What follows belongs to an exercise in optimizing a design on an open flow for small area and a short achievable clock period; a production flow would make more cautious choices.
In this exercise RTL edits were held to simulation tests only and were not proved equivalent to the original.
Power is estimated from default activity; no workload was simulated.

## flow/design.v (module list and top-level ports; edited modules follow where they fit)
// module cayde_g_nor2: 3 lines
// module cayde_g_nand2: 3 lines
// module cayde_g_inv: 3 lines
// module cayde_g_xor2: 3 lines
// module cayde_g_aoi21: 3 lines
// module cayde_g_oai21: 3 lines
// module cayde_g_ao21: 3 lines
// module cayde_g_a221o: 3 lines
// module cayde_g_mux2i: 3 lines
// module cayde_adder: 345 lines
// module cayde_dec5: 8 lines
// module cayde_legal: 17 lines
// module cayde_alu: 74 lines
// module cayde_g_ao3n: 6 lines
// module cayde_g_nand4: 3 lines
// module cayde_g_nand3: 3 lines
// module cayde_g_nor3: 3 lines
// module cayde_rdport: 29 lines
// module cayde_wrmux: 7 lines
// module cayde: 9 lines
// module cayde_top: 36 lines
module cayde_top ( input logic clk, rst,
		   input logic [31:0] imem_rdata,
		   output logic [8:0] imem_addr,
		   output logic [31:0] out
		 );
  // ...
==> flow/run.sh <==
#!/bin/bash
# synth_recipe.tcl (not shown) runs the flow's synth.tcl, then flattens the netlist and writes it again
# the make line also repeats each setting of config.mk as NAME=value (left out here)
make -C /OpenROAD-flow-scripts/flow DESIGN_CONFIG=/design/flow/config.mk WORK_HOME=/design/flow/orfs CLKGATE_MAP_FILE= SYNTH_SCRIPT=/design/flow/synth_recipe.tcl finish
==> flow/config.mk <==
export PLATFORM = sky130hd
export DESIGN_NAME = cayde_top
export DESIGN_NICKNAME = cayde_top
export VERILOG_FILES = /design/flow/design.v
export SDC_FILE = /design/flow/constraint.sdc
export NUM_CORES = 4
export LEC_CHECK = 0
export CAP_MARGIN = 20
export CORE_MARGIN = 2
export CORE_UTILIZATION = 40
export CTS_BUF_LIST = sky130_fd_sc_hd__clkbuf_16
export CTS_CLUSTER_DIAMETER = 80
export CTS_CLUSTER_SIZE = 24
export PLACE_DENSITY = 0.6
export SETUP_SLACK_MARGIN = 5
export SLEW_MARGIN = 20
export SYNTH_HIERARCHICAL = 1
export TNS_END_PERCENT = 0
==> flow/constraint.sdc <==
create_clock -name core_clock -period 13.0 [get_ports {clk}]
set_input_delay 2.6000 -clock core_clock [delete_from_list [all_inputs] [get_ports {clk}]]
set_output_delay 2.6000 -clock core_clock [all_outputs]
set_load 0.01 [all_outputs]
==> flow_summary.ini, run 1 <==
[run_status]
outcome = finished clean

[place]
place_area_um2 = 52200
hpwl_um = 153000
dp_slack_ps = 1040

[synth]
syn_inst = 4570
synth.distinct_cells = 81
synth_largest_area_cell = dfxtp_1
synth.most_common_cell = dfxtp_1
synth-edff-count = 0

[sta]
rsz0062_at_grt = yes
finClkSkew_ps = 43.5
tns_ps = 0
worstMarginPinSlew_ps = 1280
setup_viol = 0
post-route-period-util_pct = 77.0
fin_crit_ps = 10010

[floorplanning]
initial_utilization_pct = 40.2
chipHeight_um = 356

[critical_path]
crit_arrival_ps = 7410
cp-startpoint = imem_rdata[15]
worstPathRequired_ps = 10400
slowest_stage = nand4_1
ff2ff_path_depth = 20
critPathCapture = out[26]
cp_max_fo = 8
cp_cell_sequence = buf_12, nand2b_4, buf_6, nor2_4, buf_8, a222oi_1, nand4_1, nor3_4, mux2i_4, a22o_1, mux4_2, a21o_1, a221o_1, a211oi_2, mux2i_2, buf_2
critical_path_buf_inv_count = 4

[final_layout]
final_area_um2 = 58900
regArea_um2 = 20000
nonClkBufAreaFrac_pct = 9.93
layout-drive-gt1-share_pct = 22.4
inverters = 86
seq_cells = 999

[clocking]
cts-resized-gates = 454
post-cts-setup-buffers = 290

[route]
dr.pass1.iters = 17
wirelength_um = 252000
met3_length_um = 39700
viasPerCell = 7.57

[global_routing]
use_met3_pct = 13.6
grt_util_met2_pct = 52.8

[power_and_ir_drop]
p_clk_share_pct = 21.8
p_total_mw = 8.82
==> module cayde_alu, before the edit <==
module cayde_alu ( input logic [2:0] f3,
		   input logic sub,
		   input logic arith,
		   input logic lui,
		   input logic [31:0] imm_u,
		   input logic [31:0] an,
		   input logic [31:0] bn,
		   input logic [4:0] shamtn,
		   output logic [31:0] res
		);
	localparam logic [32:1] CPOL = 32'b00000000000000001111111100001101;
	logic inv, left, diff, s_sum, s_shl, s_shr, s_lt, s_ltu, s_xor, s_or, s_and;
	logic [31:0] bxn, p, g0, t0, an_rev, shin_n, shr, shl, o, x0, x1;
	logic [32:1] c;
	logic [32:0] sh_n;
	assign inv = (f3 == 3'b000) ? sub : (f3[2:1] == 2'b01);
	genvar i;
	generate
		for (i = 0; i < 32; i = i + 1) begin : g_in
			cayde_g_xor2 ux (.a(bn[i]), .b(inv), .y(bxn[i]));
			cayde_g_xor2 up (.a(an[i]), .b(bxn[i]), .y(p[i]));
		end
	endgenerate
	cayde_adder add (.an(an), .bxn(bxn), .inv(inv), .c(c), .g0(g0), .t0(t0));
	always_comb
		for (int k = 0; k < 32; k++)
			an_rev[k] = an[31-k];
	assign left   = ~f3[2];
	assign shin_n = left ? an_rev : an;
	assign sh_n   = $signed({~(arith & ~left & ~an[31]), shin_n}) >>> ~shamtn;
	always_comb
		for (int k = 0; k < 32; k++) begin
			shr[k] = ~sh_n[k];
			shl[k] = ~sh_n[31-k];
		end
	assign s_sum = ~lui & (f3 == 3'b000);
	assign s_shl = ~lui & (f3 == 3'b001);
	assign s_lt  = ~lui & (f3 == 3'b010);
	assign s_ltu = ~lui & (f3 == 3'b011);
	assign s_xor = ~lui & (f3 == 3'b100);
	assign s_shr = ~lui & (f3 == 3'b101);
	assign s_or  = ~lui & (f3 == 3'b110);
	assign s_and = ~lui & (f3 == 3'b111);
	assign o = ({32{s_shl}} & shl) | ({32{s_shr}} & shr) | ({32{s_xor}} & p) |
	           ({32{s_or}} & t0) | ({32{s_and}} & g0) | ({32{lui}} & imm_u);
	assign x0 = ~(o | ({32{s_sum}} & p));
	assign x1 = ~(o | ({32{s_sum}} & ~p));
	generate
		for (i = 1; i < 32; i = i + 1) begin : g_out
			if (CPOL[i]) begin : g_t
				cayde_g_mux2i um (.s(c[i]), .a0(x0[i]), .a1(x1[i]), .y(res[i]));
			end else begin : g_f
				cayde_g_mux2i um (.s(c[i]), .a0(x1[i]), .a1(x0[i]), .y(res[i]));
			end
		end
	endgenerate
	logic e, k, nc31, nc32;
	assign diff = an[31] ^ bn[31];
	assign e = o[0] | (s_sum & (p[0] ^ inv)) | (s_lt & diff & ~an[31]);
	assign k = s_lt & ~diff;
	generate
		if (CPOL[31]) begin : g_c31
			cayde_g_inv ui (.a(c[31]), .y(nc31));
		end else begin : g_c31n
			assign nc31 = c[31];
		end
		if (CPOL[32]) begin : g_c32
			cayde_g_inv ui (.a(c[32]), .y(nc32));
		end else begin : g_c32n
			assign nc32 = c[32];
		end
	endgenerate
	cayde_g_a221o u0 (.a1(k), .a2(nc31), .b1(s_ltu), .b2(nc32), .c1(e), .y(res[0]));
endmodule
==> module cayde_rdport, before the edit <==
module cayde_rdport #( parameter W = 32 )
		    ( input logic [32:1] sel,
		      input logic [32*32-1:32] regs,
		      input logic [31:0] extra,
		      output logic [W-1:0] rdata_n
		    );
	genvar b, g;
	generate
		for (b = 0; b < W; b = b + 1) begin : g_bit
			logic [33:1] d;
			logic [33:1] s;
			logic [10:0] t_n;
			logic [2:0] u;
			for (g = 1; g < 32; g = g + 1) begin : g_d
				assign d[g] = regs[32*g + b];
			end
			assign d[32] = extra[b];
			assign d[33] = 1'b0;
			assign s = {1'b0, sel};
			for (g = 0; g < 11; g = g + 1) begin : g_t
				cayde_g_ao3n t (.s(s[3*g+1 +: 3]), .d(d[3*g+1 +: 3]), .y_n(t_n[g]));
			end
			cayde_g_nand4 u0 (.a(t_n[0]), .b(t_n[1]), .c(t_n[2]), .d(t_n[3]), .y(u[0]));
			cayde_g_nand4 u1 (.a(t_n[4]), .b(t_n[5]), .c(t_n[6]), .d(t_n[7]), .y(u[1]));
			cayde_g_nand3 u2 (.a(t_n[8]), .b(t_n[9]), .c(t_n[10]), .y(u[2]));
			cayde_g_nor3 u3 (.a(u[0]), .b(u[1]), .c(u[2]), .y(rdata_n[b]));
		end
	endgenerate
endmodule
==> module cayde, before the edit <==
module cayde ( input logic [31:0] instr,
	       input logic [31:0] an, bn,
	       input logic [4:0] shamtn,
	       output logic [31:0] result
	     );
	cayde_alu alu (.f3(instr[14:12]), .sub(instr[5] & instr[30]), .arith(instr[30]),
	               .lui(instr[2]), .imm_u({instr[31:12], 12'b0}),
	               .an(an), .bn(bn), .shamtn(shamtn), .res(result));
endmodule
==> module cayde_top, before the edit <==
module cayde_top ( input logic clk, rst,
		   input logic [31:0] imem_rdata,
		   output logic [8:0] imem_addr,
		   output logic [31:0] out
		 );
	logic [8:2] pc;
	logic [32*32-1:32] regs, nxt;
	logic [31:1] sel1, sel2, seld, en, nen;
	logic [31:0] an, bn, imm, wd;
	logic [4:0] shamtn;
	logic legal;
	always_ff @(posedge clk)
		if (rst) pc <= 7'b0;
		else pc <= pc + 7'b1;
	assign imem_addr = {pc, 2'b00};
	cayde_dec5 dec_rs1 (.idx(imem_rdata[19:15]), .en(1'b1), .oh(sel1));
	cayde_dec5 dec_rs2 (.idx(imem_rdata[24:20]), .en(imem_rdata[5]), .oh(sel2));
	cayde_dec5 dec_rd  (.idx(imem_rdata[11:7]), .en(1'b1), .oh(seld));
	cayde_legal legality (.instr(imem_rdata), .legal(legal));
	assign imm = {{20{imem_rdata[31]}}, imem_rdata[31:20]};
	cayde_rdport rd1 (.sel({1'b0, sel1}), .regs(regs), .extra(32'b0), .rdata_n(an));
	cayde_rdport rd2 (.sel({~imem_rdata[5], sel2}), .regs(regs), .extra(imm), .rdata_n(bn));
	cayde_rdport #(5) rd2s (.sel({~imem_rdata[5], sel2}), .regs(regs), .extra(imm), .rdata_n(shamtn));
	cayde core (.instr(imem_rdata), .an(an), .bn(bn), .shamtn(shamtn), .result(out));
	assign wd  = rst ? 32'b0 : out;
	assign en  = {31{rst}} | ({31{legal}} & seld);
	assign nen = ~en;
	genvar i;
	generate
		for (i = 1; i < 32; i = i + 1) begin : g_x
			cayde_wrmux wr (.en(en[i]), .nen(nen[i]), .d(wd), .q(regs[32*i +: 32]), .nxt(nxt[32*i +: 32]));
		end
	endgenerate
	always_ff @(posedge clk)
		regs <= nxt;
endmodule
==> run 2, diff against run 1 <==
--- a/flow/design.v
+++ b/flow/design.v
@@ -380,2 +380,30 @@
 endmodule
+module cayde_rdec #( parameter HAS_EN = 1 )
+		  ( input logic [4:0] idx,
+		    input logic en,
+		    output logic [31:1] oh
+		  );
+	logic [4:0] ni;
+	logic [3:0] an;
+	logic [7:0] bn;
+	genvar k, j;
+	generate
+		for (k = 0; k < 5; k = k + 1) begin : g_ni
+			cayde_g_inv u (.a(idx[k]), .y(ni[k]));
+		end
+		for (k = 0; k < 4; k = k + 1) begin : g_a
+			if (HAS_EN) begin : g_e
+				cayde_g_nand3 u (.a(k[1] ? idx[1] : ni[1]), .b(k[0] ? idx[0] : ni[0]), .c(en), .y(an[k]));
+			end else begin : g_n
+				cayde_g_nand2 u (.a(k[1] ? idx[1] : ni[1]), .b(k[0] ? idx[0] : ni[0]), .y(an[k]));
+			end
+		end
+		for (k = 0; k < 8; k = k + 1) begin : g_b
+			cayde_g_nand3 u (.a(k[2] ? idx[4] : ni[4]), .b(k[1] ? idx[3] : ni[3]), .c(k[0] ? idx[2] : ni[2]), .y(bn[k]));
+		end
+		for (j = 1; j < 32; j = j + 1) begin : g_o
+			cayde_g_nor2 u (.a(an[j % 4]), .b(bn[j / 4]), .y(oh[j]));
+		end
+	endgenerate
+endmodule
 module cayde_legal ( input logic [31:0] instr,
@@ -397,2 +425,359 @@
 endmodule
+module cayde_g_ao2n ( input logic [1:0] s,
+		      input logic [1:0] d,
+		      output logic y_n
+		    );
+	assign y_n = ~|(s & d);
+endmodule
+module cayde_shift ( input logic [31:0] an,
+		     input logic [4:0] shamtn,
+		     input logic left,
+		     output logic [31:0] y
+		   );
+	logic [4:0] s;
+	logic [3:0] d1;
+	logic [7:0] d2;
+	logic [31:0] v, y1;
+	assign s = ~shamtn;
+	assign d1 = 4'b1 << s[1:0];
+	assign d2 = 8'b1 << s[4:2];
+	cayde_g_mux2i urev0 (.s(left), .a0(an[0]), .a1(an[31]), .y(v[0]));
+	cayde_g_mux2i urev1 (.s(left), .a0(an[1]), .a1(an[30]), .y(v[1]));
+	cayde_g_mux2i urev2 (.s(left), .a0(an[2]), .a1(an[29]), .y(v[2]));
+	cayde_g_mux2i urev3 (.s(left), .a0(an[3]), .a1(an[28]), .y(v[3]));
+	cayde_g_mux2i urev4 (.s(left), .a0(an[4]), .a1(an[27]), .y(v[4]));
+	cayde_g_mux2i urev5 (.s(left), .a0(an[5]), .a1(an[26]), .y(v[5]));
+	cayde_g_mux2i urev6 (.s(left), .a0(an[6]), .a1(an[25]), .y(v[6]));
+	cayde_g_mux2i urev7 (.s(left), .a0(an[7]), .a1(an[24]), .y(v[7]));
+	cayde_g_mux2i urev8 (.s(left), .a0(an[8]), .a1(an[23]), .y(v[8]));
+	cayde_g_mux2i urev9 (.s(left), .a0(an[9]), .a1(an[22]), .y(v[9]));
+	cayde_g_mux2i urev10 (.s(left), .a0(an[10]), .a1(an[21]), .y(v[10]));
+	cayde_g_mux2i urev11 (.s(left), .a0(an[11]), .a1(an[20]), .y(v[11]));
+	cayde_g_mux2i urev12 (.s(left), .a0(an[12]), .a1(an[19]), .y(v[12]));
+	cayde_g_mux2i urev13 (.s(left), .a0(an[13]), .a1(an[18]), .y(v[13]));
+	cayde_g_mux2i urev14 (.s(left), .a0(an[14]), .a1(an[17]), .y(v[14]));
+	cayde_g_mux2i urev15 (.s(left), .a0(an[15]), .a1(an[16]), .y(v[15]));
+	cayde_g_mux2i urev16 (.s(left), .a0(an[16]), .a1(an[15]), .y(v[16]));
+	cayde_g_mux2i urev17 (.s(left), .a0(an[17]), .a1(an[14]), .y(v[17]));
+	cayde_g_mux2i urev18 (.s(left), .a0(an[18]), .a1(an[13]), .y(v[18]));
+	cayde_g_mux2i urev19 (.s(left), .a0(an[19]), .a1(an[12]), .y(v[19]));
+	cayde_g_mux2i urev20 (.s(left), .a0(an[20]), .a1(an[11]), .y(v[20]));
+	cayde_g_mux2i urev21 (.s(left), .a0(an[21]), .a1(an[10]), .y(v[21]));
+	cayde_g_mux2i urev22 (.s(left), .a0(an[22]), .a1(an[9]), .y(v[22]));
+	cayde_g_mux2i urev23 (.s(left), .a0(an[23]), .a1(an[8]), .y(v[23]));
+	cayde_g_mux2i urev24 (.s(left), .a0(an[24]), .a1(an[7]), .y(v[24]));
+	cayde_g_mux2i urev25 (.s(left), .a0(an[25]), .a1(an[6]), .y(v[25]));
+	cayde_g_mux2i urev26 (.s(left), .a0(an[26]), .a1(an[5]), .y(v[26]));
+	cayde_g_mux2i urev27 (.s(left), .a0(an[27]), .a1(an[4]), .y(v[27]));
+	cayde_g_mux2i urev28 (.s(left), .a0(an[28]), .a1(an[3]), .y(v[28]));
+	cayde_g_mux2i urev29 (.s(left), .a0(an[29]), .a1(an[2]), .y(v[29]));
+	cayde_g_mux2i urev30 (.s(left), .a0(an[30]), .a1(an[1]), .y(v[30]));
+	cayde_g_mux2i urev31 (.s(left), .a0(an[31]), .a1(an[0]), .y(v[31]));
+	logic tn1;
+	cayde_g_ao2n utn1 (.s({d1[1], d1[0]}), .d({v[1], v[0]}), .y_n(tn1));
+	logic tn2;
+	cayde_g_ao2n utn2 (.s({d1[3], d1[2]}), .d({v[3], v[2]}), .y_n(tn2));
+	cayde_g_nand2 uy1_0 (.a(tn1), .b(tn2), .y(y1[0]));
+	logic tn3;
+	cayde_g_ao2n utn3 (.s({d1[1], d1[0]}), .d({v[2], v[1]}), .y_n(tn3));
+	logic tn4;
+	cayde_g_ao2n utn4 (.s({d1[3], d1[2]}), .d({v[4], v[3]}), .y_n(tn4));
+	cayde_g_nand2 uy1_1 (.a(tn3), .b(tn4), .y(y1[1]));
+	logic tn5;
+	cayde_g_ao2n utn5 (.s({d1[1], d1[0]}), .d({v[3], v[2]}), .y_n(tn5));
+	logic tn6;
+	cayde_g_ao2n utn6 (.s({d1[3], d1[2]}), .d({v[5], v[4]}), .y_n(tn6));
+	cayde_g_nand2 uy1_2 (.a(tn5), .b(tn6), .y(y1[2]));
+	logic tn7;
+	cayde_g_ao2n utn7 (.s({d1[1], d1[0]}), .d({v[4], v[3]}), .y_n(tn7));
+	logic tn8;
+	cayde_g_ao2n utn8 (.s({d1[3], d1[2]}), .d({v[6], v[5]}), .y_n(tn8));
+	cayde_g_nand2 uy1_3 (.a(tn7), .b(tn8), .y(y1[3]));
+	logic tn9;
+	cayde_g_ao2n utn9 (.s({d1[1], d1[0]}), .d({v[5], v[4]}), .y_n(tn9));
+	logic tn10;
+	cayde_g_ao2n utn10 (.s({d1[3], d1[2]}), .d({v[7], v[6]}), .y_n(tn10));
+	cayde_g_nand2 uy1_4 (.a(tn9), .b(tn10), .y(y1[4]));
+	logic tn11;
+	cayde_g_ao2n utn11 (.s({d1[1], d1[0]}), .d({v[6], v[5]}), .y_n(tn11));
+	logic tn12;
+	cayde_g_ao2n utn12 (.s({d1[3], d1[2]}), .d({v[8], v[7]}), .y_n(tn12));
+	cayde_g_nand2 uy1_5 (.a(tn11), .b(tn12), .y(y1[5]));
+	logic tn13;
+	cayde_g_ao2n utn13 (.s({d1[1], d1[0]}), .d({v[7], v[6]}), .y_n(tn13));
+	logic tn14;
+	cayde_g_ao2n utn14 (.s({d1[3], d1[2]}), .d({v[9], v[8]}), .y_n(tn14));
+	cayde_g_nand2 uy1_6 (.a(tn13), .b(tn14), .y(y1[6]));
+	logic tn15;
+	cayde_g_ao2n utn15 (.s({d1[1], d1[0]}), .d({v[8], v[7]}), .y_n(tn15));
+	logic tn16;
+	cayde_g_ao2n utn16 (.s({d1[3], d1[2]}), .d({v[10], v[9]}), .y_n(tn16));
+	cayde_g_nand2 uy1_7 (.a(tn15), .b(tn16), .y(y1[7]));
+	logic tn17;
+	cayde_g_ao2n utn17 (.s({d1[1], d1[0]}), .d({v[9], v[8]}), .y_n(tn17));
+	logic tn18;
+	cayde_g_ao2n utn18 (.s({d1[3], d1[2]}), .d({v[11], v[10]}), .y_n(tn18));
+	cayde_g_nand2 uy1_8 (.a(tn17), .b(tn18), .y(y1[8]));
+	logic tn19;
+	cayde_g_ao2n utn19 (.s({d1[1], d1[0]}), .d({v[10], v[9]}), .y_n(tn19));
+	logic tn20;
+	cayde_g_ao2n utn20 (.s({d1[3], d1[2]}), .d({v[12], v[11]}), .y_n(tn20));
+	cayde_g_nand2 uy1_9 (.a(tn19), .b(tn20), .y(y1[9]));
+	logic tn21;
+	cayde_g_ao2n utn21 (.s({d1[1], d1[0]}), .d({v[11], v[10]}), .y_n(tn21));
+	logic tn22;
+	cayde_g_ao2n utn22 (.s({d1[3], d1[2]}), .d({v[13], v[12]}), .y_n(tn22));
+	cayde_g_nand2 uy1_10 (.a(tn21), .b(tn22), .y(y1[10]));
+	logic tn23;
+	cayde_g_ao2n utn23 (.s({d1[1], d1[0]}), .d({v[12], v[11]}), .y_n(tn23));
+	logic tn24;
+	cayde_g_ao2n utn24 (.s({d1[3], d1[2]}), .d({v[14], v[13]}), .y_n(tn24));
+	cayde_g_nand2 uy1_11 (.a(tn23), .b(tn24), .y(y1[11]));
+	logic tn25;
+	cayde_g_ao2n utn25 (.s({d1[1], d1[0]}), .d({v[13], v[12]}), .y_n(tn25));
+	logic tn26;
+	cayde_g_ao2n utn26 (.s({d1[3], d1[2]}), .d({v[15], v[14]}), .y_n(tn26));
+	cayde_g_nand2 uy1_12 (.a(tn25), .b(tn26), .y(y1[12]));
+	logic tn27;
+	cayde_g_ao2n utn27 (.s({d1[1], d1[0]}), .d({v[14], v[13]}), .y_n(tn27));
+	logic tn28;
+	cayde_g_ao2n utn28 (.s({d1[3], d1[2]}), .d({v[16], v[15]}), .y_n(tn28));
+	cayde_g_nand2 uy1_13 (.a(tn27), .b(tn28), .y(y1[13]));
+	logic tn29;
+	cayde_g_ao2n utn29 (.s({d1[1], d1[0]}), .d({v[15], v[14]}), .y_n(tn29));
+	logic tn30;
+	cayde_g_ao2n utn30 (.s({d1[3], d1[2]}), .d({v[17], v[16]}), .y_n(tn30));
+	cayde_g_nand2 uy1_14 (.a(tn29), .b(tn30), .y(y1[14]));
+	logic tn31;
+	cayde_g_ao2n utn31 (.s({d1[1], d1[0]}), .d({v[16], v[15]}), .y_n(tn31));
+	logic tn32;
+	cayde_g_ao2n utn32 (.s({d1[3], d1[2]}), .d({v[18], v[17]}), .y_n(tn32));
+	cayde_g_nand2 uy1_15 (.a(tn31), .b(tn32), .y(y1[15]));
+	logic tn33;
+	cayde_g_ao2n utn33 (.s({d1[1], d1[0]}), .d({v[17], v[16]}), .y_n(tn33));
+	logic tn34;
+	cayde_g_ao2n utn34 (.s({d1[3], d1[2]}), .d({v[19], v[18]}), .y_n(tn34));
+	cayde_g_nand2 uy1_16 (.a(tn33), .b(tn34), .y(y1[16]));
+	logic tn35;
+	cayde_g_ao2n utn35 (.s({d1[1], d1[0]}), .d({v[18], v[17]}), .y_n(tn35));
+	logic tn36;
+	cayde_g_ao2n utn36 (.s({d1[3], d1[2]}), .d({v[20], v[19]}), .y_n(tn36));
+	cayde_g_nand2 uy1_17 (.a(tn35), .b(tn36), .y(y1[17]));
+	logic tn37;
+	cayde_g_ao2n utn37 (.s({d1[1], d1[0]}), .d({v[19], v[18]}), .y_n(tn37));
+	logic tn38;
+	cayde_g_ao2n utn38 (.s({d1[3], d1[2]}), .d({v[21], v[20]}), .y_n(tn38));
+	cayde_g_nand2 uy1_18 (.a(tn37), .b(tn38), .y(y1[18]));
+	logic tn39;
+	cayde_g_ao2n utn39 (.s({d1[1], d1[0]}), .d({v[20], v[19]}), .y_n(tn39));
+	logic tn40;
+	cayde_g_ao2n utn40 (.s({d1[3], d1[2]}), .d({v[22], v[21]}), .y_n(tn40));
+	cayde_g_nand2 uy1_19 (.a(tn39), .b(tn40), .y(y1[19]));
+	logic tn41;
+	cayde_g_ao2n utn41 (.s({d1[1], d1[0]}), .d({v[21], v[20]}), .y_n(tn41));
+	logic tn42;
+	cayde_g_ao2n utn42 (.s({d1[3], d1[2]}), .d({v[23], v[22]}), .y_n(tn42));
+	cayde_g_nand2 uy1_20 (.a(tn41), .b(tn42), .y(y1[20]));
+	logic tn43;
+	cayde_g_ao2n utn43 (.s({d1[1], d1[0]}), .d({v[22], v[21]}), .y_n(tn43));
+	logic tn44;
+	cayde_g_ao2n utn44 (.s({d1[3], d1[2]}), .d({v[24], v[23]}), .y_n(tn44));
+	cayde_g_nand2 uy1_21 (.a(tn43), .b(tn44), .y(y1[21]));
+	logic tn45;
+	cayde_g_ao2n utn45 (.s({d1[1], d1[0]}), .d({v[23], v[22]}), .y_n(tn45));
+	logic tn46;
+	cayde_g_ao2n utn46 (.s({d1[3], d1[2]}), .d({v[25], v[24]}), .y_n(tn46));
+	cayde_g_nand2 uy1_22 (.a(tn45), .b(tn46), .y(y1[22]));
+	logic tn47;
+	cayde_g_ao2n utn47 (.s({d1[1], d1[0]}), .d({v[24], v[23]}), .y_n(tn47));
+	logic tn48;
+	cayde_g_ao2n utn48 (.s({d1[3], d1[2]}), .d({v[26], v[25]}), .y_n(tn48));
+	cayde_g_nand2 uy1_23 (.a(tn47), .b(tn48), .y(y1[23]));
+	logic tn49;
+	cayde_g_ao2n utn49 (.s({d1[1], d1[0]}), .d({v[25], v[24]}), .y_n(tn49));
+	logic tn50;
+	cayde_g_ao2n utn50 (.s({d1[3], d1[2]}), .d({v[27], v[26]}), .y_n(tn50));
+	cayde_g_nand2 uy1_24 (.a(tn49), .b(tn50), .y(y1[24]));
+	logic tn51;
+	cayde_g_ao2n utn51 (.s({d1[1], d1[0]}), .d({v[26], v[25]}), .y_n(tn51));
+	logic tn52;
+	cayde_g_ao2n utn52 (.s({d1[3], d1[2]}), .d({v[28], v[27]}), .y_n(tn52));
+	cayde_g_nand2 uy1_25 (.a(tn51), .b(tn52), .y(y1[25]));
+	logic tn53;
+	cayde_g_ao2n utn53 (.s({d1[1], d1[0]}), .d({v[27], v[26]}), .y_n(tn53));
+	logic tn54;
+	cayde_g_ao2n utn54 (.s({d1[3], d1[2]}), .d({v[29], v[28]}), .y_n(tn54));
+	cayde_g_nand2 uy1_26 (.a(tn53), .b(tn54), .y(y1[26]));
+	logic tn55;
+	cayde_g_ao2n utn55 (.s({d1[1], d1[0]}), .d({v[28], v[27]}), .y_n(tn55));
+	logic tn56;
+	cayde_g_ao2n utn56 (.s({d1[3], d1[2]}), .d({v[30], v[29]}), .y_n(tn56));
+	cayde_g_nand2 uy1_27 (.a(tn55), .b(tn56), .y(y1[27]));
+	logic tn57;
+	cayde_g_ao2n utn57 (.s({d1[1], d1[0]}), .d({v[29], v[28]}), .y_n(tn57));
+	logic tn58;
+	cayde_g_ao2n utn58 (.s({d1[3], d1[2]}), .d({v[31], v[30]}), .y_n(tn58));
+	cayde_g_nand2 uy1_28 (.a(tn57), .b(tn58), .y(y1[28]));
+	logic tn59;
+	cayde_g_ao3n utn59 (.s({d1[2], d1[1], d1[0]}), .d({v[31], v[30], v[29]}), .y_n(tn59));
+	cayde_g_inv uy1_29 (.a(tn59), .y(y1[29]));
+	logic tn60;
+	cayde_g_ao2n utn60 (.s({d1[1], d1[0]}), .d({v[31], v[30]}), .y_n(tn60));
+	cayde_g_inv uy1_30 (.a(tn60), .y(y1[30]));
+	logic tn61;
+	cayde_g_nand2 utn61 (.a(d1[0]), .b(v[31]), .y(tn61));
+	cayde_g_inv uy1_31 (.a(tn61), .y(y1[31]));
+	logic tn62;
+	cayde_g_ao3n utn62 (.s({d2[2], d2[1], d2[0]}), .d({y1[8], y1[4], y1[0]}), .y_n(tn62));
+	logic tn63;
+	cayde_g_ao3n utn63 (.s({d2[5], d2[4], d2[3]}), .d({y1[20], y1[16], y1[12]}), .y_n(tn63));
+	logic tn64;
+	cayde_g_ao2n utn64 (.s({d2[7], d2[6]}), .d({y1[28], y1[24]}), .y_n(tn64));
+	cayde_g_nand3 uy_0 (.a(tn62), .b(tn63), .c(tn64), .y(y[0]));
+	logic tn65;
+	cayde_g_ao3n utn65 (.s({d2[2], d2[1], d2[0]}), .d({y1[9], y1[5], y1[1]}), .y_n(tn65));
+	logic tn66;
+	cayde_g_ao3n utn66 (.s({d2[5], d2[4], d2[3]}), .d({y1[21], y1[17], y1[13]}), .y_n(tn66));
+	logic tn67;
+	cayde_g_ao2n utn67 (.s({d2[7], d2[6]}), .d({y1[29], y1[25]}), .y_n(tn67));
+	cayde_g_nand3 uy_1 (.a(tn65), .b(tn66), .c(tn67), .y(y[1]));
+	logic tn68;
+	cayde_g_ao3n utn68 (.s({d2[2], d2[1], d2[0]}), .d({y1[10], y1[6], y1[2]}), .y_n(tn68));
+	logic tn69;
+	cayde_g_ao3n utn69 (.s({d2[5], d2[4], d2[3]}), .d({y1[22], y1[18], y1[14]}), .y_n(tn69));
+	logic tn70;
+	cayde_g_ao2n utn70 (.s({d2[7], d2[6]}), .d({y1[30], y1[26]}), .y_n(tn70));
+	cayde_g_nand3 uy_2 (.a(tn68), .b(tn69), .c(tn70), .y(y[2]));
+	logic tn71;
+	cayde_g_ao3n utn71 (.s({d2[2], d2[1], d2[0]}), .d({y1[11], y1[7], y1[3]}), .y_n(tn71));
+	logic tn72;
+	cayde_g_ao3n utn72 (.s({d2[5], d2[4], d2[3]}), .d({y1[23], y1[19], y1[15]}), .y_n(tn72));
+	logic tn73;
+	cayde_g_ao2n utn73 (.s({d2[7], d2[6]}), .d({y1[31], y1[27]}), .y_n(tn73));
+	cayde_g_nand3 uy_3 (.a(tn71), .b(tn72), .c(tn73), .y(y[3]));
+	logic tn74;
+	cayde_g_ao3n utn74 (.s({d2[2], d2[1], d2[0]}), .d({y1[12], y1[8], y1[4]}), .y_n(tn74));
+	logic tn75;
+	cayde_g_ao2n utn75 (.s({d2[4], d2[3]}), .d({y1[20], y1[16]}), .y_n(tn75));
+	logic tn76;
+	cayde_g_ao2n utn76 (.s({d2[6], d2[5]}), .d({y1[28], y1[24]}), .y_n(tn76));
+	cayde_g_nand3 uy_4 (.a(tn74), .b(tn75), .c(tn76), .y(y[4]));
+	logic tn77;
+	cayde_g_ao3n utn77 (.s({d2[2], d2[1], d2[0]}), .d({y1[13], y1[9], y1[5]}), .y_n(tn77));
+	logic tn78;
+	cayde_g_ao2n utn78 (.s({d2[4], d2[3]}), .d({y1[21], y1[17]}), .y_n(tn78));
+	logic tn79;
+	cayde_g_ao2n utn79 (.s({d2[6], d2[5]}), .d({y1[29], y1[25]}), .y_n(tn79));
+	cayde_g_nand3 uy_5 (.a(tn77), .b(tn78), .c(tn79), .y(y[5]));
+	logic tn80;
+	cayde_g_ao3n utn80 (.s({d2[2], d2[1], d2[0]}), .d({y1[14], y1[10], y1[6]}), .y_n(tn80));
+	logic tn81;
+	cayde_g_ao2n utn81 (.s({d2[4], d2[3]}), .d({y1[22], y1[18]}), .y_n(tn81));
+	logic tn82;
+	cayde_g_ao2n utn82 (.s({d2[6], d2[5]}), .d({y1[30], y1[26]}), .y_n(tn82));
+	cayde_g_nand3 uy_6 (.a(tn80), .b(tn81), .c(tn82), .y(y[6]));
+	logic tn83;
+	cayde_g_ao3n utn83 (.s({d2[2], d2[1], d2[0]}), .d({y1[15], y1[11], y1[7]}), .y_n(tn83));
+	logic tn84;
+	cayde_g_ao2n utn84 (.s({d2[4], d2[3]}), .d({y1[23], y1[19]}), .y_n(tn84));
+	logic tn85;
+	cayde_g_ao2n utn85 (.s({d2[6], d2[5]}), .d({y1[31], y1[27]}), .y_n(tn85));
+	cayde_g_nand3 uy_7 (.a(tn83), .b(tn84), .c(tn85), .y(y[7]));
+	logic tn86;
+	cayde_g_ao3n utn86 (.s({d2[2], d2[1], d2[0]}), .d({y1[16], y1[12], y1[8]}), .y_n(tn86));
+	logic tn87;
+	cayde_g_ao3n utn87 (.s({d2[5], d2[4], d2[3]}), .d({y1[28], y1[24], y1[20]}), .y_n(tn87));
+	cayde_g_nand2 uy_8 (.a(tn86), .b(tn87), .y(y[8]));
+	logic tn88;
+	cayde_g_ao3n utn88 (.s({d2[2], d2[1], d2[0]}), .d({y1[17], y1[13], y1[9]}), .y_n(tn88));
+	logic tn89;
+	cayde_g_ao3n utn89 (.s({d2[5], d2[4], d2[3]}), .d({y1[29], y1[25], y1[21]}), .y_n(tn89));
+	cayde_g_nand2 uy_9 (.a(tn88), .b(tn89), .y(y[9]));
+	logic tn90;
+	cayde_g_ao3n utn90 (.s({d2[2], d2[1], d2[0]}), .d({y1[18], y1[14], y1[10]}), .y_n(tn90));
+	logic tn91;
+	cayde_g_ao3n utn91 (.s({d2[5], d2[4], d2[3]}), .d({y1[30], y1[26], y1[22]}), .y_n(tn91));
+	cayde_g_nand2 uy_10 (.a(tn90), .b(tn91), .y(y[10]));
+	logic tn92;
+	cayde_g_ao3n utn92 (.s({d2[2], d2[1], d2[0]}), .d({y1[19], y1[15], y1[11]}), .y_n(tn92));
+	logic tn93;
+	cayde_g_ao3n utn93 (.s({d2[5], d2[4], d2[3]}), .d({y1[31], y1[27], y1[23]}), .y_n(tn93));
+	cayde_g_nand2 uy_11 (.a(tn92), .b(tn93), .y(y[11]));
+	logic tn94;
+	cayde_g_ao3n utn94 (.s({d2[2], d2[1], d2[0]}), .d({y1[20], y1[16], y1[12]}), .y_n(tn94));
+	logic tn95;
+	cayde_g_ao2n utn95 (.s({d2[4], d2[3]}), .d({y1[28], y1[24]}), .y_n(tn95));
+	cayde_g_nand2 uy_12 (.a(tn94), .b(tn95), .y(y[12]));
+	logic tn96;
+	cayde_g_ao3n utn96 (.s({d2[2], d2[1], d2[0]}), .d({y1[21], y1[17], y1[13]}), .y_n(tn96));
+	logic tn97;
+	cayde_g_ao2n utn97 (.s({d2[4], d2[3]}), .d({y1[29], y1[25]}), .y_n(tn97));
+	cayde_g_nand2 uy_13 (.a(tn96), .b(tn97), .y(y[13]));
+	logic tn98;
+	cayde_g_ao3n utn98 (.s({d2[2], d2[1], d2[0]}), .d({y1[22], y1[18], y1[14]}), .y_n(tn98));
+	logic tn99;
+	cayde_g_ao2n utn99 (.s({d2[4], d2[3]}), .d({y1[30], y1[26]}), .y_n(tn99));
+	cayde_g_nand2 uy_14 (.a(tn98), .b(tn99), .y(y[14]));
+	logic tn100;
+	cayde_g_ao3n utn100 (.s({d2[2], d2[1], d2[0]}), .d({y1[23], y1[19], y1[15]}), .y_n(tn100));
+	logic tn101;
+	cayde_g_ao2n utn101 (.s({d2[4], d2[3]}), .d({y1[31], y1[27]}), .y_n(tn101));
+	cayde_g_nand2 uy_15 (.a(tn100), .b(tn101), .y(y[15]));
+	logic tn102;
+	cayde_g_ao2n utn102 (.s({d2[1], d2[0]}), .d({y1[20], y1[16]}), .y_n(tn102));
+	logic tn103;
+	cayde_g_ao2n utn103 (.s({d2[3], d2[2]}), .d({y1[28], y1[24]}), .y_n(tn103));
+	cayde_g_nand2 uy_16 (.a(tn102), .b(tn103), .y(y[16]));
+	logic tn104;
+	cayde_g_ao2n utn104 (.s({d2[1], d2[0]}), .d({y1[21], y1[17]}), .y_n(tn104));
+	logic tn105;
+	cayde_g_ao2n utn105 (.s({d2[3], d2[2]}), .d({y1[29], y1[25]}), .y_n(tn105));
+	cayde_g_nand2 uy_17 (.a(tn104), .b(tn105), .y(y[17]));
+	logic tn106;
+	cayde_g_ao2n utn106 (.s({d2[1], d2[0]}), .d({y1[22], y1[18]}), .y_n(tn106));
+	logic tn107;
+	cayde_g_ao2n utn107 (.s({d2[3], d2[2]}), .d({y1[30], y1[26]}), .y_n(tn107));
+	cayde_g_nand2 uy_18 (.a(tn106), .b(tn107), .y(y[18]));
+	logic tn108;
+	cayde_g_ao2n utn108 (.s({d2[1], d2[0]}), .d({y1[23], y1[19]}), .y_n(tn108));
+	logic tn109;
+	cayde_g_ao2n utn109 (.s({d2[3], d2[2]}), .d({y1[31], y1[27]}), .y_n(tn109));
+	cayde_g_nand2 uy_19 (.a(tn108), .b(tn109), .y(y[19]));
+	logic tn110;
+	cayde_g_ao3n utn110 (.s({d2[2], d2[1], d2[0]}), .d({y1[28], y1[24], y1[20]}), .y_n(tn110));
+	cayde_g_inv uy_20 (.a(tn110), .y(y[20]));
+	logic tn111;
+	cayde_g_ao3n utn111 (.s({d2[2], d2[1], d2[0]}), .d({y1[29], y1[25], y1[21]}), .y_n(tn111));
+	cayde_g_inv uy_21 (.a(tn111), .y(y[21]));
+	logic tn112;
+	cayde_g_ao3n utn112 (.s({d2[2], d2[1], d2[0]}), .d({y1[30], y1[26], y1[22]}), .y_n(tn112));
+	cayde_g_inv uy_22 (.a(tn112), .y(y[22]));
+	logic tn113;
+	cayde_g_ao3n utn113 (.s({d2[2], d2[1], d2[0]}), .d({y1[31], y1[27], y1[23]}), .y_n(tn113));
+	cayde_g_inv uy_23 (.a(tn113), .y(y[23]));
+	logic tn114;
+	cayde_g_ao2n utn114 (.s({d2[1], d2[0]}), .d({y1[28], y1[24]}), .y_n(tn114));
+	cayde_g_inv uy_24 (.a(tn114), .y(y[24]));
+	logic tn115;
+	cayde_g_ao2n utn115 (.s({d2[1], d2[0]}), .d({y1[29], y1[25]}), .y_n(tn115));
+	cayde_g_inv uy_25 (.a(tn115), .y(y[25]));
+	logic tn116;
+	cayde_g_ao2n utn116 (.s({d2[1], d2[0]}), .d({y1[30], y1[26]}), .y_n(tn116));
+	cayde_g_inv uy_26 (.a(tn116), .y(y[26]));
+	logic tn117;
+	cayde_g_ao2n utn117 (.s({d2[1], d2[0]}), .d({y1[31], y1[27]}), .y_n(tn117));
+	cayde_g_inv uy_27 (.a(tn117), .y(y[27]));
+	logic tn118;
+	cayde_g_nand2 utn118 (.a(d2[0]), .b(y1[28]), .y(tn118));
+	cayde_g_inv uy_28 (.a(tn118), .y(y[28]));
+	logic tn119;
+	cayde_g_nand2 utn119 (.a(d2[0]), .b(y1[29]), .y(tn119));
+	cayde_g_inv uy_29 (.a(tn119), .y(y[29]));
+	logic tn120;
+	cayde_g_nand2 utn120 (.a(d2[0]), .b(y1[30]), .y(tn120));
+	cayde_g_inv uy_30 (.a(tn120), .y(y[30]));
+	logic tn121;
+	cayde_g_nand2 utn121 (.a(d2[0]), .b(y1[31]), .y(tn121));
+	cayde_g_inv uy_31 (.a(tn121), .y(y[31]));
+endmodule
 module cayde_alu ( input logic [2:0] f3,
@@ -403,2 +788,3 @@
 		   input logic [31:0] an,
+		   input logic [31:0] an_s,
 		   input logic [31:0] bn,
@@ -409,5 +795,4 @@
 	logic inv, left, diff, s_sum, s_shl, s_shr, s_lt, s_ltu, s_xor, s_or, s_and;
-	logic [31:0] bxn, p, g0, t0, an_rev, shin_n, shr, shl, o, x0, x1;
+	logic [31:0] bxn, p, g0, t0, shr_l, shr, shl, o, x0, x1;
 	logic [32:1] c;
-	logic [32:0] sh_n;
 	assign inv = (f3 == 3'b000) ? sub : (f3[2:1] == 2'b01);
@@ -421,13 +806,16 @@
 	cayde_adder add (.an(an), .bxn(bxn), .inv(inv), .c(c), .g0(g0), .t0(t0));
+	assign left = ~f3[2];
+	cayde_shift sh (.an(an_s), .shamtn(shamtn), .left(left), .y(shr_l));
+	logic [4:0] shamt;
+	logic [31:0] mask;
+	logic sfill;
+	assign shamt = ~shamtn;
 	always_comb
 		for (int k = 0; k < 32; k++)
-			an_rev[k] = an[31-k];
-	assign left   = ~f3[2];
-	assign shin_n = left ? an_rev : an;
-	assign sh_n   = $signed({~(arith & ~left & ~an[31]), shin_n}) >>> ~shamtn;
+			mask[k] = (k >= 32 - shamt) && (shamt != 5'd0);
+	assign sfill = arith & ~an[31];
+	assign shr = shr_l | ({32{sfill}} & mask);
 	always_comb
-		for (int k = 0; k < 32; k++) begin
-			shr[k] = ~sh_n[k];
-			shl[k] = ~sh_n[31-k];
-		end
+		for (int k = 0; k < 32; k++)
+			shl[k] = shr_l[31-k];
 	assign s_sum = ~lui & (f3 == 3'b000);
@@ -486,3 +874,3 @@
 endmodule
-module cayde_rdport #( parameter W = 32 )
+module cayde_rdport #( parameter W = 32, parameter DUAL = 0 )
 		    ( input logic [32:1] sel,
@@ -490,3 +878,4 @@
 		      input logic [31:0] extra,
-		      output logic [W-1:0] rdata_n
+		      output logic [W-1:0] rdata_n,
+		      output logic [W-1:0] rdata2_n
 		    );
@@ -512,2 +901,7 @@
 			cayde_g_nor3 u3 (.a(u[0]), .b(u[1]), .c(u[2]), .y(rdata_n[b]));
+			if (DUAL) begin : g_dual
+				cayde_g_nor3 u4 (.a(u[0]), .b(u[1]), .c(u[2]), .y(rdata2_n[b]));
+			end else begin : g_single
+				assign rdata2_n[b] = 1'b0;
+			end
 		end
@@ -523,3 +917,3 @@
 module cayde ( input logic [31:0] instr,
-	       input logic [31:0] an, bn,
+	       input logic [31:0] an, an_s, bn,
 	       input logic [4:0] shamtn,
@@ -529,3 +923,3 @@
 	               .lui(instr[2]), .imm_u({instr[31:12], 12'b0}),
-	               .an(an), .bn(bn), .shamtn(shamtn), .res(result));
+	               .an(an), .an_s(an_s), .bn(bn), .shamtn(shamtn), .res(result));
 endmodule
@@ -539,4 +933,3 @@
 	logic [31:1] sel1, sel2, seld, en, nen;
-	logic [31:0] an, bn, imm, wd;
-	logic [4:0] shamtn;
+	logic [31:0] an, an_s, bn, imm, wd;
 	logic legal;
@@ -546,4 +939,4 @@
 	assign imem_addr = {pc, 2'b00};
-	cayde_dec5 dec_rs1 (.idx(imem_rdata[19:15]), .en(1'b1), .oh(sel1));
-	cayde_dec5 dec_rs2 (.idx(imem_rdata[24:20]), .en(imem_rdata[5]), .oh(sel2));
+	cayde_rdec #(0) dec_rs1 (.idx(imem_rdata[19:15]), .en(1'b1), .oh(sel1));
+	cayde_rdec #(1) dec_rs2 (.idx(imem_rdata[24:20]), .en(imem_rdata[5]), .oh(sel2));
 	cayde_dec5 dec_rd  (.idx(imem_rdata[11:7]), .en(1'b1), .oh(seld));
@@ -551,6 +944,5 @@
 	assign imm = {{20{imem_rdata[31]}}, imem_rdata[31:20]};
-	cayde_rdport rd1 (.sel({1'b0, sel1}), .regs(regs), .extra(32'b0), .rdata_n(an));
-	cayde_rdport rd2 (.sel({~imem_rdata[5], sel2}), .regs(regs), .extra(imm), .rdata_n(bn));
-	cayde_rdport #(5) rd2s (.sel({~imem_rdata[5], sel2}), .regs(regs), .extra(imm), .rdata_n(shamtn));
-	cayde core (.instr(imem_rdata), .an(an), .bn(bn), .shamtn(shamtn), .result(out));
+	cayde_rdport #(32, 1) rd1 (.sel({1'b0, sel1}), .regs(regs), .extra(32'b0), .rdata_n(an), .rdata2_n(an_s));
+	cayde_rdport rd2 (.sel({~imem_rdata[5], sel2}), .regs(regs), .extra(imm), .rdata_n(bn), .rdata2_n());
+	cayde core (.instr(imem_rdata), .an(an), .an_s(an_s), .bn(bn), .shamtn(bn[4:0]), .result(out));
 	assign wd  = rst ? 32'b0 : out;
==> flow_summary.ini, run 2 <==
[synth]
syn_avg_cell_area_um2 = 10.8
yosysWarnings = 9
syn_inst = 4551
syn_area_um2 = 49100

[final_layout]
layoutNonFillerInstCount = 6732
fillers = 11171
final_util_pct = 47.8
finalNetCount = 5121
biggestRegsByFlops = regs (992), pc (7)
mostFrequentLayoutCell = dfxtp_1
regArea_um2 = 20000
multi_input_area_um2 = 28700
largest_reg_flops = 992
top_register = regs
layout_common_cells = 999 x dfxtp_1, 941 x a22o_1, 744 x a222oi_1
layout-drive-gt1-share_pct = 23.8
syn_to_final_growth_pct = 18.6
final_area_um2 = 58200

[route]
antenna_left = 0
drt_drc_violations_left = 0
wirelength_um = 250000
drt_iter0_markers = 14461
dr.pass1.iters = 14
routedWlPerCell_um = 37.1
viasPerCell = 7.49
vias = 50447

[place]
gp_congestion = 1.04
dp_slack_ps = 1070
hpwl_um = 152000
post-place-cells = 6317
place_area_um2 = 51900
io_buffer_count = 72

[floorplanning]
row_count = 128
dieArea_um2 = 125000
die_width_um = 354
initial_utilization_pct = 40.3
ioPinCount = 75
chipHeight_um = 354
core_area_um2 = 122000

[sta]
maxSlewViolCount = 0
fmax_ghz = 0.0993
post-route-period-util_pct = 77.4
finClkSkew_ps = 73.1
tns_ps = 0
setup_viol = 0
slew_headroom_pct = 9.16
worst_slack_ps = 2930
worstMarginPinSlew_ps = 1360
hold_viol_final = 0
fin_crit_ps = 10070
rsz0062_at_grt = yes

[critical_path]
worst-path-stages = 19
crit_path_start_kind = input pin
crit_type = in -> out
cp_max_fo = 8
worstPathRequired_ps = 10400
cp_top_family = compound AO/OA/AOI/OAI gates
cp-end-kind = primary output
crit_path_max_incr_delay_ps = 670
ff2ff_path_depth = 18
critical_path_buf_inv_count = 6
path_common_cell = buf_4
cp_cell_sequence = buf_2, buf_12, buf_4, nand3_2, buf_4, nor2_4, a222oi_1, nand4_1, nor3_2, xor2_1, nand2_1, a21oi_2, o21ai_4, a21oi_4, buf_4, o21ai_1, a21oi_2, mux2i_4, dlygate4sd2_1
crit_arrival_ps = 7470
slowest_stage = a222oi_1

[clocking]
h-tree-depth = 2
clock-sinks = 999
ctsHoldBuffers = 0
root_buffer = clkbuf_16
cts_buffer_depth = 3
clock_latency_ps = 750
path_clk_slew_ps = 90
numCtsBuffers = 55
cts_tree = done

[global_routing]
grt.total_usage_pct = 37.6
grt_pass1_wl_um = 347000
antenna_found_initial = 6
grt_max_degree = 40
overflow = 0
grt_pass1_vias = 45836

[power_and_ir_drop]
power.density_nw_per_um2 = 161
leakage_nw = 22.4
peakVddDrop_mv = 0.135

[run_status]
outcome = finished clean

[flow_run]
cap_violations = 0

[worst_hold_path]
hold_path_class = reg -> reg
hold_depth = 1
[run 2: where the power goes]
part,internal (mW),switching (mW),total [mW]
clock,0.892,1.16,2.05
combinational,1.23,1.81,3.04
sequential,3.72,0.547,4.27
total,5.84,3.52,9.36
[run 2: area by class of cell]
cell class / count / area share (%)
clock inverters: 26 / 0.647
inverters: 115 / 0.806
well taps: 1625 / 3.49
multi-input cells: 3337 / 49.3
repair buffers: 573 / 8.97
clock buffers: 56 / 2.41
diodes: 1 / 0.00430
flip-flops and latches: 999 / 34.4
[run 2: through the flow]
step	hold WS [ps]	total power [mW]
detailed placement	464	6.83
floorplan	460	5.97
global placement	458	6.79
CTS	485	9.14
global route	501	9.62
finish	481	9.36
[run 2: path summary, 6_finish.rpt]
| check | from | slack [ps] | end |
|---|---|---|---|
| hold reg to reg | pc[2] | 480 | pc[2] |
| setup / recovery | imem_rdata[21] | 2930 | out[31] |
| hold / removal | pc[2] | 480 | pc[2] |
| setup reg to reg | regs[129] | 7320 | regs[976] |
[run 2: routing by layer]
metal  wire (um)  track usage [%]  vias up  share of wire, %
met5         181            0.415        -             0.072
met4       18500             23.1        2               7.4
met3       39000             14.0      852                16
met2       99900             52.9     4546                40
met1       92100             48.5    24603                37
li1            -                -    20444                 -
[run 2: repair_timing]
item / in CTS / in global routing
gates cloned: 33 / 0
pin swaps: 241 / 74
gates resized for setup: 406 / 38
setup endpoints to repair: 1024 / 32
setup buffers: 250 / 45

## what the ideal ports hide
Ports are ideal in the flow. The routed layouts listed here were re-timed in OpenROAD. Step 1, drivers: a clkbuf_16 drives clk and a buf_2 each remaining input, both assumed. Step 2 adds t to the input delays and takes it off the output delays; t is the mean of the earliest and latest rising clock arrival at the registers after step 1. Input paths then give back, and output paths get back, about the clock's delay inside the block. a / b / c = no drivers / after step 1 / after step 2; a / b = the first two.
| run | t (ns) | setup WS [ns] | worst data-port slew with drivers (ns) | pins driven straight from the clock port |
|---|---|---|---|---|
| run 1 | 0.766 | 2.990 / 2.917 / 2.917 | 0.14 | 1 |
| run 2 | 0.786 | 2.934 / 2.839 / 2.839 | 0.17 | 1 |
After both steps setup and hold are still met in every run listed. The setup slack of run 2, which loses most, moves by -0.095 ns with the drivers and by -0.095 ns with both steps.
